Background: an optimization exercise with open tools, aiming at small area, a short achievable clock period and few clock cycles. Do not read the settings as production practice.
Power and IR drop assume default switching activity.

==> flow/design.v <==
module copyEngine  #(
    parameter DATA_WIDTH       = 64,
    parameter ADDR_WIDTH       = 32,
    parameter LEN              = 16,
    parameter FULL_WORD_SIZE   = DATA_WIDTH / 8
) (
    input                             rstn,
    input                             clk,
    input                             src_dw_sel_i, 
    input                             dst_dw_sel_i, 
    input                             copy_i,
    input                             set_i,
    input        [7:0]                setVal_i,
    input                             flush_i,
    input        [LEN-1:0]            len_i,
    input        [ADDR_WIDTH-1:0]     src_i,
    input        [ADDR_WIDTH-1:0]     dst_i,
    output logic                      done_o,
    output logic                      mem_re_r,
    output logic [ADDR_WIDTH-1:0]     mem_rad_r,
    input                             mem_rreq_rdy,
    input        [DATA_WIDTH-1:0]     mem_rdat,
    input                             mem_rdat_rdy,
    output logic [FULL_WORD_SIZE-1:0] mem_bwe_r,
    output logic [ADDR_WIDTH-1:0]     mem_wad_r,
    output logic [DATA_WIDTH-1:0]     mem_wdat_r,
    input                             mem_wreq_rdy,
    output logic                      flush_r,
    output logic [ADDR_WIDTH-1:0]     cmd_adr_r,
    input                             cmd_rdy
);
    localparam int K  = 4;                
    localparam int PW = $clog2(K);
    localparam int WH = LEN - 2;
    logic              idle_r;            
    logic              busy_r;            
    logic              copy_r;            
    logic              sdw_r, ddw_r;      
    logic [1:0]        os_r, od_r;        
    logic [1:0]        lm_r;              
    logic [WH-1:0]     rh_r;              
    logic [1:0]        rc_r;
    logic [1:0]        wo_r;              
    logic [1:0]        dl_r;              
    logic              prime_r;           
    logic              rrem_r;            
    logic              wbusy_r;           
    logic [WH-1:0]     wh_r;              
    logic [1:0]        wc_r;
    logic [29:0]       sadr_r;            
    logic [29:0]       dadr_r;            
    logic              wv_r;              
    logic [7:0]        bwe_r;
    logic [7:0]        wd_r [6];          
    logic [23:0]       prev_r;            
    logic [K-1:0]      resv_r;            
    logic [PW:0]       wp_r, rp_r;        
    logic [31:0]       fifo_r [K];
    logic      pgt_r;                     
    wire [1:0] t   = os_r - od_r - 2'd1;  
    wire [1:0] we   = od_r + lm_r;        
    wire       raccept = mem_re_r & mem_rreq_rdy;
    wire       rh0     = rh_r == 0;
    wire       rh1     = rh_r == 1;
    wire       rmore   = ~((rh0 & (rc_r[1] == 1'b0)) | (rh1 & (rc_r == 2'd0)));
    wire       fne     = (wp_r != rp_r);
    wire       rdone   = ~rrem_r & ~resv_r[0];
    wire       pneed   = copy_r & prime_r & pgt_r;
    wire       pr_base = wbusy_r & ~pneed;
    wire       dok_reg = ~copy_r | fne | rdone;
    wire       hv      = fne | mem_rdat_rdy;
    wire       produce = pr_base & (~wv_r | mem_wreq_rdy) & (dok_reg | mem_rdat_rdy);
    wire       ppop    = pneed & hv;
    wire       pop     = ppop | (produce & copy_r & hv);
    wire       fpush   = mem_rdat_rdy;
    wire       fpop    = pop;
    wire       wh0  = wh_r == 0;
    wire       wh1  = wh_r == 1;
    wire       last = (wh0 & (wc_r == 2'd1)) | (wh1 & (wc_r == 2'd0));
    wire [1:0] hi   = last ? we : 2'd3;
    logic [3:0] mask;
    always_comb
        for (int i = 0; i < 4; i++) mask[i] = (i >= wo_r) && (i <= hi);
    wire [7:0] bwe_n = ddw_r ? {mask[3], mask[3], mask[2], mask[2], mask[1], mask[1], mask[0], mask[0]}
                             : {4'b0, mask};
    wire [31:0] rdin = sdw_r ? {mem_rdat[55:48], mem_rdat[39:32], mem_rdat[23:16], mem_rdat[7:0]}
                             : mem_rdat[31:0];
    wire [31:0] head = fne ? fifo_r[rp_r[PW-1:0]] : rdin;
    wire [55:0] cf   = {fifo_r[rp_r[PW-1:0]], prev_r};
    wire [55:0] cr   = {rdin, prev_r};
    wire [31:0] alf  = cf[8*t +: 32];
    wire [31:0] alr  = cr[8*t +: 32];
    wire [31:0] al   = fne ? alf : alr;
    wire [1:0] os_i  = src_dw_sel_i ? src_i[2:1] : src_i[1:0];
    wire [1:0] od_i  = dst_dw_sel_i ? dst_i[2:1] : dst_i[1:0];
    wire [2:0] ld_i  = {1'b0, od_i} + {1'b0, len_i[1:0]};
    wire [1:0] wc_i  = (ld_i == 0) ? 2'd0 : (ld_i > 4) ? 2'd2 : 2'd1;
    wire [2:0] ls_i  = {1'b0, os_i} + {1'b0, len_i[1:0]};
    wire [1:0] rc_i  = (ls_i == 0) ? 2'd0 : (ls_i > 4) ? 2'd2 : 2'd1;
    always_ff @(posedge clk or negedge rstn) begin
        if (~rstn) begin
            idle_r   <= 1'b1;
            busy_r   <= 1'b0;
            copy_r   <= 1'b0;
            mem_re_r <= 1'b0;
            flush_r  <= 1'b0;
            rrem_r   <= 1'b0;
            wbusy_r  <= 1'b0;
            wv_r     <= 1'b0;
            bwe_r    <= 8'd0;
            resv_r   <= '0;
            wp_r     <= '0;
            rp_r     <= '0;
        end
        else begin
            if (idle_r) begin
                idle_r   <= ~(copy_i | set_i | flush_i);
                busy_r   <= copy_i | set_i | flush_i;
                copy_r   <= copy_i;
                mem_re_r <= copy_i;
                rrem_r   <= copy_i;
                wbusy_r  <= copy_i | set_i;
                flush_r  <= flush_i;
            end
            else begin
                if ((flush_r & cmd_rdy) | (wv_r & mem_wreq_rdy & ~wbusy_r)) begin
                    idle_r  <= 1'b1;
                    busy_r  <= 1'b0;
                end
                if (flush_r & cmd_rdy)
                    flush_r <= 1'b0;
                if (raccept)
                    rrem_r <= rmore;
                if (raccept)
                    mem_re_r <= rmore & (pop ? ~resv_r[K-1] : ~resv_r[K-2]);
                else
                    mem_re_r <= rrem_r & (pop | ~resv_r[K-1]);
                if (produce & last)
                    wbusy_r <= 1'b0;
            end
            if (produce) begin
                bwe_r <= bwe_n;
                wv_r  <= 1'b1;
            end
            else if (mem_wreq_rdy) begin
                bwe_r <= 8'd0;
                wv_r  <= 1'b0;
            end
            if (raccept & ~pop)
                resv_r <= {resv_r[K-2:0], 1'b1};
            else if (~raccept & pop)
                resv_r <= {1'b0, resv_r[K-1:1]};
            if (fpush) wp_r <= wp_r + 1'b1;
            if (fpop)  rp_r <= rp_r + 1'b1;
        end
    end
    always_ff @(posedge clk) begin
        pgt_r <= os_r > od_r;             
        if (idle_r) begin
            sdw_r    <= src_dw_sel_i;
            ddw_r    <= dst_dw_sel_i;
            os_r     <= os_i;
            od_r     <= od_i;
            wo_r     <= od_i;
            lm_r     <= len_i[1:0] - 2'd1;
            dl_r     <= dst_i[1:0];
            prime_r  <= 1'b1;
            wh_r     <= len_i[LEN-1:2];
            wc_r     <= wc_i;
            rh_r     <= len_i[LEN-1:2];
            rc_r     <= rc_i;
            sadr_r   <= src_dw_sel_i ? {1'b0, src_i[31:3]} : src_i[31:2];
            dadr_r   <= (dst_dw_sel_i & ~flush_i) ? {1'b0, dst_i[31:3]} : dst_i[31:2];
            wd_r[0]  <= setVal_i;
            wd_r[1]  <= dst_dw_sel_i ? 8'd0 : setVal_i;
            wd_r[2]  <= setVal_i;
            wd_r[3]  <= dst_dw_sel_i ? 8'd0 : setVal_i;
            wd_r[4]  <= setVal_i;
            wd_r[5]  <= setVal_i;
        end
        else begin
            if (raccept) begin
                sadr_r <= sadr_r + 1'b1;
                if (rc_r != 0)
                    rc_r <= rc_r - 1'b1;
                else
                    rh_r <= rh_r - 1'b1;
            end
            if (ppop)
                prime_r <= 1'b0;
            if (produce) begin
                wo_r    <= 2'd0;
                prime_r <= 1'b0;
                if (wc_r != 0)
                    wc_r <= wc_r - 1'b1;
                else
                    wh_r <= wh_r - 1'b1;
            end
            if (wv_r & mem_wreq_rdy)
                dadr_r <= dadr_r + 1'b1;
            if (produce & copy_r) begin
                wd_r[0] <= al[7:0];
                wd_r[1] <= ddw_r ? 8'd0 : al[15:8];
                wd_r[2] <= ddw_r ? al[15:8] : al[23:16];
                wd_r[3] <= ddw_r ? 8'd0 : al[31:24];
                wd_r[4] <= al[23:16];
                wd_r[5] <= al[31:24];
            end
        end
        if (pop)
            prev_r <= head[31:8];
        if (fpush)
            fifo_r[wp_r[PW-1:0]] <= rdin;
    end
    assign done_o     = ~busy_r;
    assign mem_rad_r  = {2'b0, sadr_r};
    assign mem_wad_r  = {2'b0, dadr_r};
    assign cmd_adr_r  = {dadr_r, dl_r};
    assign mem_bwe_r  = bwe_r;
    assign mem_wdat_r = {8'd0, wd_r[5], 8'd0, wd_r[4], wd_r[3], wd_r[2], wd_r[1], wd_r[0]};
endmodule
clock: 10.0 ns
lec_check: 0
cap_margin: 20
core_margin: 2
core_utilization: 65
slew_margin: 20
standard.sh (not shown) runs the stock make flow with config.mk's settings and CLKGATE_MAP_FILE= SYNTH_SCRIPT=/design/flow/synth_recipe.tcl, a recipe that flattens the netlist after the stock synthesis.
==> flow/flow/run.sh <==
#!/bin/bash
bash standard.sh "BUFFER_PORTS_ARGS=-buffer_cell sky130_fd_sc_hd__buf_1" SETUP_SLACK_MARGIN=7 TNS_END_PERCENT=10 "CTS_ARGS=-sink_clustering_enable -repair_clock_nets -dont_use_dummy_load -buf_list {sky130_fd_sc_hd__clkbuf_4 sky130_fd_sc_hd__clkbuf_8}" finish > standard.log 2>&1
Then changed:
--- a/flow/design.v
+++ b/flow/design.v
@@ -76,7 +76,8 @@
     wire       fpop    = pop;
     wire       wh0  = wh_r == 0;
     wire       wh1  = wh_r == 1;
-    wire       last = (wh0 & (wc_r == 2'd1)) | (wh1 & (wc_r == 2'd0));
+    wire       wh2  = wh_r == 2;
+    wire       last = (wh0 & (wc_r == 2'd2)) | (wh1 & (wc_r == 2'd1)) | (wh2 & (wc_r == 2'd0));
     wire [1:0] hi   = last ? we : 2'd3;
     logic [3:0] mask;
     always_comb
@@ -93,10 +94,28 @@
     wire [31:0] al   = fne ? alf : alr;
     wire [1:0] os_i  = src_dw_sel_i ? src_i[2:1] : src_i[1:0];
     wire [1:0] od_i  = dst_dw_sel_i ? dst_i[2:1] : dst_i[1:0];
-    wire [2:0] ld_i  = {1'b0, od_i} + {1'b0, len_i[1:0]};
-    wire [1:0] wc_i  = (ld_i == 0) ? 2'd0 : (ld_i > 4) ? 2'd2 : 2'd1;
-    wire [2:0] ls_i  = {1'b0, os_i} + {1'b0, len_i[1:0]};
-    wire [1:0] rc_i  = (ls_i == 0) ? 2'd0 : (ls_i > 4) ? 2'd2 : 2'd1;
+    wire       wz_i = ~|{od_i, len_i[1:0]};
+    wire       wg_i = od_i[1] & len_i[1] & (od_i[0] | len_i[0]);
+    wire       rz_i = ~|{os_i, len_i[1:0]};
+    wire       rg_i = os_i[1] & len_i[1] & (os_i[0] | len_i[0]);
+    wire [1:0] wc_i = set_i ? {wg_i, ~wz_i & ~wg_i} : {~wz_i, wz_i | wg_i};
+    wire [1:0] rc_i = {rg_i, ~rz_i & ~rg_i};
+    logic       last0_i;                  
+    always_comb
+        case (od_i)
+            2'd0: last0_i = len_i[LEN-1:2] == 0 || len_i == 4;
+            2'd1: last0_i = len_i[LEN-1:2] == 0;
+            2'd2: last0_i = len_i[LEN-1:2] == 0 && len_i[1:0] != 3;
+            default: last0_i = len_i[LEN-1:2] == 0 && len_i[1] == 0;
+        endcase
+    wire [1:0] e0_i  = len_i[1:0] + od_i - 2'd1;
+    wire [1:0] hi0_i = last0_i ? e0_i : 2'd3;
+    logic [3:0] mask0_i;
+    always_comb
+        for (int i = 0; i < 4; i++) mask0_i[i] = (i >= od_i) && (i <= hi0_i);
+    wire [7:0] bwe0_i = dst_dw_sel_i ? {mask0_i[3], mask0_i[3], mask0_i[2], mask0_i[2],
+                                        mask0_i[1], mask0_i[1], mask0_i[0], mask0_i[0]}
+                                     : {4'b0, mask0_i};
     always_ff @(posedge clk or negedge rstn) begin
         if (~rstn) begin
             idle_r   <= 1'b1;
@@ -119,7 +138,7 @@
                 copy_r   <= copy_i;
                 mem_re_r <= copy_i;
                 rrem_r   <= copy_i;
-                wbusy_r  <= copy_i | set_i;
+                wbusy_r  <= copy_i | (set_i & ~last0_i);
                 flush_r  <= flush_i;
             end
             else begin
@@ -138,7 +157,11 @@
                 if (produce & last)
                     wbusy_r <= 1'b0;
             end
-            if (produce) begin
+            if (idle_r) begin
+                bwe_r <= set_i ? bwe0_i : 8'd0;
+                wv_r  <= set_i;
+            end
+            else if (produce) begin
                 bwe_r <= bwe_n;
                 wv_r  <= 1'b1;
             end
@@ -161,7 +184,7 @@
             ddw_r    <= dst_dw_sel_i;
             os_r     <= os_i;
             od_r     <= od_i;
-            wo_r     <= od_i;
+            wo_r     <= set_i ? 2'd0 : od_i;
             lm_r     <= len_i[1:0] - 2'd1;
             dl_r     <= dst_i[1:0];
             prime_r  <= 1'b1;
=> The changed run produced a clean layout. Core utilization came out higher by 1.3 points. Worst hold slack is better by 0.033 ns. Combinational power came out higher to 4.0 times its value. First-iteration DRC count came out lower by 18%. Register-to-register slack is better by 0.10 ns. Cell count came out higher by 6.0%. Critical path depth came out lower by 6. Design area came out higher by 1.3%. Global-route usage came out lower by 0.22 points. Total power came out higher by 100%.
No run of this note included a check of the RTL's function; only the layout flow was run.

## afterwards: timing with drivers on the ports
The results above use ideal ports. As a check the final layouts listed here were re-extracted and re-timed, cells and wires unchanged.
Step 1 assumes that a clkbuf_16 drives the clock port and a buf_2 every other input.
Step 2 adds t to the input delays and takes it off the output delays; t is the mean of the earliest and latest rising clock arrival at the registers after step 1. Input paths then give back, and output paths get back, about the clock's delay inside the block.
a / b / c = ideal ports / drivers / drivers and shift; a / b = the first two.
| run | t (ns) | setup slack, ns | latest minus earliest clock arrival (ns) | worst register clock-pin slew, ns | worst data-port slew with drivers (ns) |
|---|---|---|---|---|---|
| the first run | 0.596 | 6.690 / 6.592 / 5.996 | 0.056 / 0.056 | 0.06 / 0.06 | 0.14 |
| the second run | 0.601 | 6.769 / 6.724 / 6.262 | 0.044 / 0.043 | 0.06 / 0.06 | 0.09 |
After both steps every run listed still meets setup and hold. The setup slack of the first run, which loses most, moves by -0.098 ns with the drivers and by -0.694 ns with both steps.
